What follows belongs to an exercise in optimizing a design on an open flow for small area; a production flow would make more cautious choices. The RTL was checked by simulation tests, not by an equivalence proof against the original design. Power figures rest on the tool's default switching activity, not on a simulated workload.

## rover_io
module rover_io (
    input  wire        clk,               
    input  wire        rst_n,             
    input  wire [5:0]  rc_in,             
    input  wire        hall_in,           
    input  wire [3:0]  dip_sw,            
    input  wire [15:0] steer_duty,        
    input  wire [14:0] throttle_duty,     
    input  wire [15:0] led_value,         
    output wire [19:0] pulse_width0,
    output wire [19:0] pulse_width1,
    output wire [19:0] pulse_width2,
    output wire [19:0] pulse_width3,
    output wire [19:0] pulse_width4,
    output wire [19:0] pulse_width5,
    output wire [15:0] hall_count,
    output wire        pwm_steering,
    output wire        pwm_throttle,
    output wire        digital_output1,
    output wire [7:0]  led
);
For scale: about 1200 cells after synthesis, roughly 330 flip-flops, about 210 I/O pins, about 12000 µm² of cells after synthesis.
==> flow/config.mk <==
export PLATFORM = sky130hd
export DESIGN_NAME = rover_io
export DESIGN_NICKNAME = rover_io
export VERILOG_FILES = /design/flow/design.v
export SDC_FILE = /design/flow/constraint.sdc
export NUM_CORES = 4
export LEC_CHECK = 0
export CAP_MARGIN = 20
export CORE_MARGIN = 2
export CORE_UTILIZATION = 65
export SLEW_MARGIN = 20
==> flow/constraint.sdc <==
create_clock -name core_clock -period 20.0 [get_ports {clk}]
set_input_delay 4.0000 -clock core_clock [delete_from_list [all_inputs] [get_ports {clk}]]
set_output_delay 4.0000 -clock core_clock [all_outputs]
set_load 0.01 [all_outputs]
standard.sh (not shown) runs the stock make flow with config.mk's settings and CLKGATE_MAP_FILE= SYNTH_SCRIPT=/design/flow/synth_recipe.tcl, a recipe that flattens the netlist after the stock synthesis.
==> flow/flow/run.sh <==
#!/bin/bash
# The standard layout (standard.sh) with three changes:
#  - synthesis leaves adders to abc (no ADDER_MAP_FILE) and runs abc with the
#    area-oriented script flow/abc_area.script instead of ORFS's;
#  - ports are buffered with buf_1;
#  - the clock tree uses clkbuf_8 leaf clusters of 18 sinks and no dummy loads.
# Everything else (registers, floorplan, power grid, routing) is the standard flow.
# The output of the whole run goes to standard_flow.log; ORFS keeps each
# step's own log under orfs/logs/.
set -euo pipefail
W=$(pwd)
cat > "$W/area_synth.tcl" <<EOF
proc abc {args} {
  set i [lsearch -exact \$args -script]
  if { \$i >= 0 } { set args [lreplace \$args [expr {\$i + 1}] [expr {\$i + 1}] $W/flow/abc_area.script] }
  yosys abc {*}\$args
}
source $W/synth_recipe.tcl
EOF
bash standard.sh \
  "SYNTH_SCRIPT=$W/area_synth.tcl" \
  "ADDER_MAP_FILE=" \
  "BUFFER_PORTS_ARGS=-buffer_cell sky130_fd_sc_hd__buf_1" \
  "CTS_ARGS=-sink_clustering_enable -repair_clock_nets -dont_use_dummy_load -buf_list sky130_fd_sc_hd__clkbuf_4 -sink_clustering_size 12 -sink_clustering_max_diameter 35" \
  finish > standard_flow.log 2>&1
==> flow/flow/abc_area.script <==
strash
balance
rewrite
refactor
balance
rewrite
rewrite -z
balance
refactor -z
rewrite -z
balance
&get -n
&st
&dch -f
&nf -a -R 1000
&put
strash
balance
rewrite
refactor
balance
rewrite
rewrite -z
balance
refactor -z
rewrite -z
balance
&get -n
&st
&dch -f
&nf -a -R 1000
&put
strash
balance
rewrite
refactor
balance
rewrite
rewrite -z
balance
refactor -z
rewrite -z
balance
&get -n
&st
&dch -f
&nf -a -R 1000
&put
strash
balance
rewrite
refactor
balance
rewrite
rewrite -z
balance
refactor -z
rewrite -z
balance
&get -n
&st
&dch -f
&nf -a -R 1000
&put
strash
balance
rewrite
refactor
balance
rewrite
rewrite -z
balance
refactor -z
rewrite -z
balance
&get -n
&st
&dch -f
&nf -a -R 1000
&put
strash
balance
rewrite
refactor
balance
rewrite
rewrite -z
balance
refactor -z
rewrite -z
balance
&get -n
&st
&dch -f
&nf -a -R 1000
&put
strash
balance
rewrite
refactor
balance
rewrite
rewrite -z
balance
refactor -z
rewrite -z
balance
&get -n
&st
&dch -f
&nf -a -R 1000
&put
strash
balance
rewrite
refactor
balance
rewrite
rewrite -z
balance
refactor -z
rewrite -z
balance
&get -n
&st
&dch -f
&nf -a -R 1000
&put
Next try:
--- a/flow/flow/run.sh
+++ b/flow/flow/run.sh
@@ -22,4 +22,4 @@
   "ADDER_MAP_FILE=" \
   "BUFFER_PORTS_ARGS=-buffer_cell sky130_fd_sc_hd__buf_1" \
-  "CTS_ARGS=-sink_clustering_enable -repair_clock_nets -dont_use_dummy_load -buf_list sky130_fd_sc_hd__clkbuf_4 -sink_clustering_size 12 -sink_clustering_max_diameter 35" \
+  "CTS_ARGS=-sink_clustering_enable -repair_clock_nets -dont_use_dummy_load -buf_list sky130_fd_sc_hd__clkbuf_8 -sink_clustering_size 18 -sink_clustering_max_diameter 60" \
   finish > standard_flow.log 2>&1
--- a/flow/config.mk
+++ b/flow/config.mk
@@ -9,3 +9,4 @@
 export CORE_MARGIN = 2
 export CORE_UTILIZATION = 65
+export PLACE_DENSITY = 0.85
 export SLEW_MARGIN = 20
Effect: Setup slack gains 0.16 ns; non-clock buffer count drops by 1; total power barely changes; via count drops by a few percent; clock-buffer cell count drops by 18; register-to-register slack gains 0.31 ns.
Next try:
--- a/flow/flow/run.sh
+++ b/flow/flow/run.sh
@@ -4,5 +4,5 @@
 #    area-oriented script flow/abc_area.script instead of ORFS's;
 #  - ports are buffered with buf_1;
-#  - the clock tree uses clkbuf_8 leaf clusters of 18 sinks and no dummy loads.
+#  - the clock tree uses clkbuf_4 leaf clusters of 10 sinks and no dummy loads.
 # Everything else (registers, floorplan, power grid, routing) is the standard flow.
 # The output of the whole run goes to standard_flow.log; ORFS keeps each
--- a/flow/flow/abc_area.script
+++ b/flow/flow/abc_area.script
@@ -79,50 +79,2 @@
 &nf -a -R 1000
 &put
-strash
-balance
-rewrite
-refactor
-balance
-rewrite
-rewrite -z
-balance
-refactor -z
-rewrite -z
-balance
-&get -n
-&st
-&dch -f
-&nf -a -R 1000
-&put
-strash
-balance
-rewrite
-refactor
-balance
-rewrite
-rewrite -z
-balance
-refactor -z
-rewrite -z
-balance
-&get -n
-&st
-&dch -f
-&nf -a -R 1000
-&put
-strash
-balance
-rewrite
-refactor
-balance
-rewrite
-rewrite -z
-balance
-refactor -z
-rewrite -z
-balance
-&get -n
-&st
-&dch -f
-&nf -a -R 1000
-&put
--- a/flow/config.mk
+++ b/flow/config.mk
@@ -9,4 +9,3 @@
 export CORE_MARGIN = 2
 export CORE_UTILIZATION = 65
-export PLACE_DENSITY = 0.85
 export SLEW_MARGIN = 20
Outcome: Power came out lower by 0.88%. Area after synthesis rose by 0.79%. Setup slack improves by 0.0098 ns. Via count decreases by 0.78%. Sequential share of layout area goes down by 0.15 points. Routed wire length came out lower by 2.5%. Worst hold slack gets worse by 0.033 ns. Synthesized cell count increases by 0.96%. Maximum frequency barely changes. First-iteration DRC count decreases by 5.8%.
Next try:
--- a/flow/flow/run.sh
+++ b/flow/flow/run.sh
@@ -4,5 +4,5 @@
 #    area-oriented script flow/abc_area.script instead of ORFS's;
 #  - ports are buffered with buf_1;
-#  - the clock tree uses clkbuf_4 leaf clusters of 10 sinks and no dummy loads.
+#  - the clock tree uses clkbuf_8 leaf clusters of 18 sinks and no dummy loads.
 # Everything else (registers, floorplan, power grid, routing) is the standard flow.
 # The output of the whole run goes to standard_flow.log; ORFS keeps each
--- a/flow/flow/abc_area.script
+++ b/flow/flow/abc_area.script
@@ -79,2 +79,50 @@
 &nf -a -R 1000
 &put
+strash
+balance
+rewrite
+refactor
+balance
+rewrite
+rewrite -z
+balance
+refactor -z
+rewrite -z
+balance
+&get -n
+&st
+&dch -f
+&nf -a -R 1000
+&put
+strash
+balance
+rewrite
+refactor
+balance
+rewrite
+rewrite -z
+balance
+refactor -z
+rewrite -z
+balance
+&get -n
+&st
+&dch -f
+&nf -a -R 1000
+&put
+strash
+balance
+rewrite
+refactor
+balance
+rewrite
+rewrite -z
+balance
+refactor -z
+rewrite -z
+balance
+&get -n
+&st
+&dch -f
+&nf -a -R 1000
+&put
--- a/flow/config.mk
+++ b/flow/config.mk
@@ -8,4 +8,4 @@
 export CAP_MARGIN = 20
 export CORE_MARGIN = 2
-export CORE_UTILIZATION = 65
+export CORE_UTILIZATION = 80
 export SLEW_MARGIN = 20
After rerunning:
- The changed run produced a clean layout
- critical path depth is unchanged
- synthesized area drops by 0.78%
- setup slack loses 0.18 ns
- clock power rose by about 3%
- routed wire length went up by 34%
- sequential power stays flat
- global-route usage goes up by 16 points

---

rover_io again, from the RTL that the note above started with.
// rover_io
module rover_io (
    input  wire        clk,               
    input  wire        rst_n,             
    input  wire [5:0]  rc_in,             
    input  wire        hall_in,           
    input  wire [3:0]  dip_sw,            
    input  wire [15:0] steer_duty,        
    input  wire [14:0] throttle_duty,     
    input  wire [15:0] led_value,         
    output wire [19:0] pulse_width0,
    output wire [19:0] pulse_width1,
    output wire [19:0] pulse_width2,
    output wire [19:0] pulse_width3,
    output wire [19:0] pulse_width4,
    output wire [19:0] pulse_width5,
    output wire [15:0] hall_count,
    output wire        pwm_steering,
    output wire        pwm_throttle,
    output wire        digital_output1,
    output wire [7:0]  led
);
  wire       heartbeat;
  wire       pwm_steering_gen;
  wire       pwm_throttle_gen;
  he_counter #(.W(16)) inst_HE_sensor (
      .clk(clk), .rst_n(rst_n), .pulse_signal(hall_in), .pulse_counts(hall_count));
  mux_4bit #(.BITS(8)) inst_mux_LED (
      .a({1'b1, 1'b1, heartbeat, heartbeat, heartbeat, 1'b1, heartbeat, 1'b1}),
      .b(led_value[7:0]),
      .c(led_value[15:8]),
      .d({1'b1, 1'b1, heartbeat, heartbeat, heartbeat, 1'b1, heartbeat, 1'b1}),
      .e(steer_duty[7:0]),
      .f(steer_duty[15:8]),
      .g({hall_count[6:0], hall_in}),
      .sel(dip_sw),
      .out(led));
  mux_4bit #(.BITS(1)) inst_mux_steering (
      .a(pwm_steering_gen), .b(rc_in[3]), .c(1'b0), .d(1'b0),
      .e(pwm_steering_gen), .f(pwm_steering_gen), .g(1'b0),
      .sel(dip_sw), .out(pwm_steering));
  mux_4bit #(.BITS(1)) inst_mux_throttle (
      .a(pwm_throttle_gen), .b(rc_in[2]), .c(1'b0), .d(1'b0),
      .e(1'b0), .f(1'b0), .g(1'b0),
      .sel(dip_sw), .out(pwm_throttle));
  wire [15:0] pwm_t;
  wire        pwm_valid, pwm_down;
  pwm_timebase inst_pwm_timebase (
      .clk(clk), .rst_n(rst_n), .t(pwm_t), .valid(pwm_valid), .down(pwm_down));
  pwm #(.BITS_RESOLUTION(15)) inst_pwmGen_steering (
      .clk(clk), .rst_n(rst_n), .duty(steer_duty[14:0]),
  ...
export LEC_CHECK = 0
export CAP_MARGIN = 20
export CORE_MARGIN = 2
export CORE_UTILIZATION = 65
export SLEW_MARGIN = 20
create_clock -name core_clock -period 20.0 [get_ports {clk}]
==> flow/flow/run.sh <==
#!/bin/bash
# The standard layout (standard.sh) with three changes:
#  - synthesis leaves adders to abc (no ADDER_MAP_FILE) and runs abc with the
#    area-oriented script flow/abc_area.script instead of ORFS's;
#  - ports are buffered with buf_1;
#  - the clock tree uses clkbuf_4 leaf clusters of 10 sinks and no dummy loads.
# Everything else (registers, floorplan, power grid, routing) is the standard flow.
# The output of the whole run goes to standard_flow.log; ORFS keeps each
# step's own log under orfs/logs/.
set -euo pipefail
W=$(pwd)
cat > "$W/area_synth.tcl" <<EOF
proc abc {args} {
  set i [lsearch -exact \$args -script]
  if { \$i >= 0 } { set args [lreplace \$args [expr {\$i + 1}] [expr {\$i + 1}] $W/flow/abc_area.script] }
  yosys abc {*}\$args
}
source $W/synth_recipe.tcl
EOF
bash standard.sh \
  "SYNTH_SCRIPT=$W/area_synth.tcl" \
  "ADDER_MAP_FILE=" \
  "BUFFER_PORTS_ARGS=-buffer_cell sky130_fd_sc_hd__buf_1" \
  "CTS_ARGS=-sink_clustering_enable -repair_clock_nets -dont_use_dummy_load -buf_list sky130_fd_sc_hd__clkbuf_16 -sink_clustering_size 36 -sink_clustering_max_diameter 60" \
  finish > standard_flow.log 2>&1
==> flow/flow/abc_area.script <==
strash
balance
rewrite
refactor
balance
rewrite
rewrite -z
balance
refactor -z
rewrite -z
balance
&get -n
&st
&dch -f
&nf -a -R 1000
&put
strash
balance
rewrite
refactor
balance
rewrite
rewrite -z
balance
refactor -z
rewrite -z
balance
&get -n
&st
&dch -f
&nf -a -R 1000
&put
strash
balance
rewrite
refactor
balance
rewrite
rewrite -z
balance
refactor -z
rewrite -z
balance
&get -n
&st
&dch -f
&nf -a -R 1000
&put
strash
balance
rewrite
refactor
balance
rewrite
rewrite -z
balance
refactor -z
rewrite -z
balance
&get -n
&st
&dch -f
&nf -a -R 1000
&put
strash
balance
rewrite
refactor
balance
rewrite
rewrite -z
balance
refactor -z
rewrite -z
balance
&get -n
&st
&dch -f
&nf -a -R 1000
&put
The first run finished with timing, DRC and antenna clean.
Edit:
--- a/flow/flow/run.sh
+++ b/flow/flow/run.sh
@@ -5,3 +5,3 @@
 #  - ports are buffered with buf_1;
-#  - the clock tree uses clkbuf_4 leaf clusters of 10 sinks and no dummy loads.
+#  - the clock tree uses clkbuf_8 leaf clusters of 18 sinks and no dummy loads.
 # Everything else (registers, floorplan, power grid, routing) is the standard flow.
@@ -23,3 +23,3 @@
   "BUFFER_PORTS_ARGS=-buffer_cell sky130_fd_sc_hd__buf_1" \
-  "CTS_ARGS=-sink_clustering_enable -repair_clock_nets -dont_use_dummy_load -buf_list sky130_fd_sc_hd__clkbuf_16 -sink_clustering_size 36 -sink_clustering_max_diameter 60" \
+  "CTS_ARGS=-sink_clustering_enable -repair_clock_nets -dont_use_dummy_load -buf_list sky130_fd_sc_hd__clkbuf_8 -sink_clustering_size 22 -sink_clustering_max_diameter 40" \
   finish > standard_flow.log 2>&1
--- a/flow/flow/abc_area.script
+++ b/flow/flow/abc_area.script
@@ -80 +80,49 @@
 &put
+strash
+balance
+rewrite
+refactor
+balance
+rewrite
+rewrite -z
+balance
+refactor -z
+rewrite -z
+balance
+&get -n
+&st
+&dch -f
+&nf -a -R 1000
+&put
+strash
+balance
+rewrite
+refactor
+balance
+rewrite
+rewrite -z
+balance
+refactor -z
+rewrite -z
+balance
+&get -n
+&st
+&dch -f
+&nf -a -R 1000
+&put
+strash
+balance
+rewrite
+refactor
+balance
+rewrite
+rewrite -z
+balance
+refactor -z
+rewrite -z
+balance
+&get -n
+&st
+&dch -f
+&nf -a -R 1000
+&put
Power went up by a few percent.
Cell area hardly moves.
Worst setup slack loses 0.22 ns.
Global-route usage came out higher by 2.1 points.
Wire length went up by a few percent.
Edit:
--- a/flow/flow/run.sh
+++ b/flow/flow/run.sh
@@ -23,3 +23,3 @@
   "BUFFER_PORTS_ARGS=-buffer_cell sky130_fd_sc_hd__buf_1" \
-  "CTS_ARGS=-sink_clustering_enable -repair_clock_nets -dont_use_dummy_load -buf_list sky130_fd_sc_hd__clkbuf_8 -sink_clustering_size 22 -sink_clustering_max_diameter 40" \
+  "CTS_ARGS=-sink_clustering_enable -repair_clock_nets -dont_use_dummy_load -buf_list sky130_fd_sc_hd__clkbuf_8 -sink_clustering_size 18 -sink_clustering_max_diameter 60" \
   finish > standard_flow.log 2>&1
- GPL_TIMING_DRIVEN: default -> 0
Outcome:
- die area does not change
- global-route usage goes down by 1.2 points
- via count fell by about 0.9%
- utilization fell by 0.94 points
- maximum frequency hardly moves
- wire length fell by about 3%
- cell area shrinks by about 1.2%
- sequential share of layout area is higher by 0.62 points

==> afterwards: timing with drivers on the ports <==
Ports are ideal in the flow. The routed layouts listed here were re-timed in OpenROAD. Step 1, drivers: a clkbuf_16 drives clk and a buf_2 each remaining input, both assumed. Step 2 adds t to the input delays and takes it off the output delays; t is the mean of the earliest and latest rising clock arrival at the registers after step 1. Input paths then give back, and output paths get back, about the clock's delay inside the block. a / b / c = ideal / step 1 / step 2; a / b = the first two.
| run | shift t [ns] | setup slack, ns | worst hold slack (ns) | cell pins on the clock port's net |
|---|---|---|---|---|
| the first run of note 1 | 0.667 | 10.318 / 10.291 / 10.291 | 0.389 / 0.389 / 0.389 | 1 |
| the second run of note 1 | 0.562 | 10.477 / 10.457 / 10.457 | 0.402 / 0.402 / 0.402 | 1 |
| the third run of note 1 | 0.564 | 10.487 / 10.453 / 10.453 | 0.369 / 0.369 / 0.369 | 1 |
| the fourth run of note 1 | 0.567 | 10.305 / 10.280 / 10.280 | 0.407 / 0.407 / 0.407 | 1 |
| the first run of note 2 | 0.534 | 10.476 / 10.441 / 10.441 | 0.395 / 0.395 / 0.395 | 1 |
| the second run of note 2 | 0.554 | 10.256 / 10.229 / 10.229 | 0.364 / 0.364 / 0.364 | 1 |
| the third run of note 2 | 0.560 | 10.262 / 10.235 / 10.235 | 0.397 / 0.397 / 0.397 | 1 |
After both steps setup and hold are still met in every run listed. The setup slack of the first run of note 2, which loses most, moves by -0.035 ns with the drivers and by -0.035 ns with both steps.
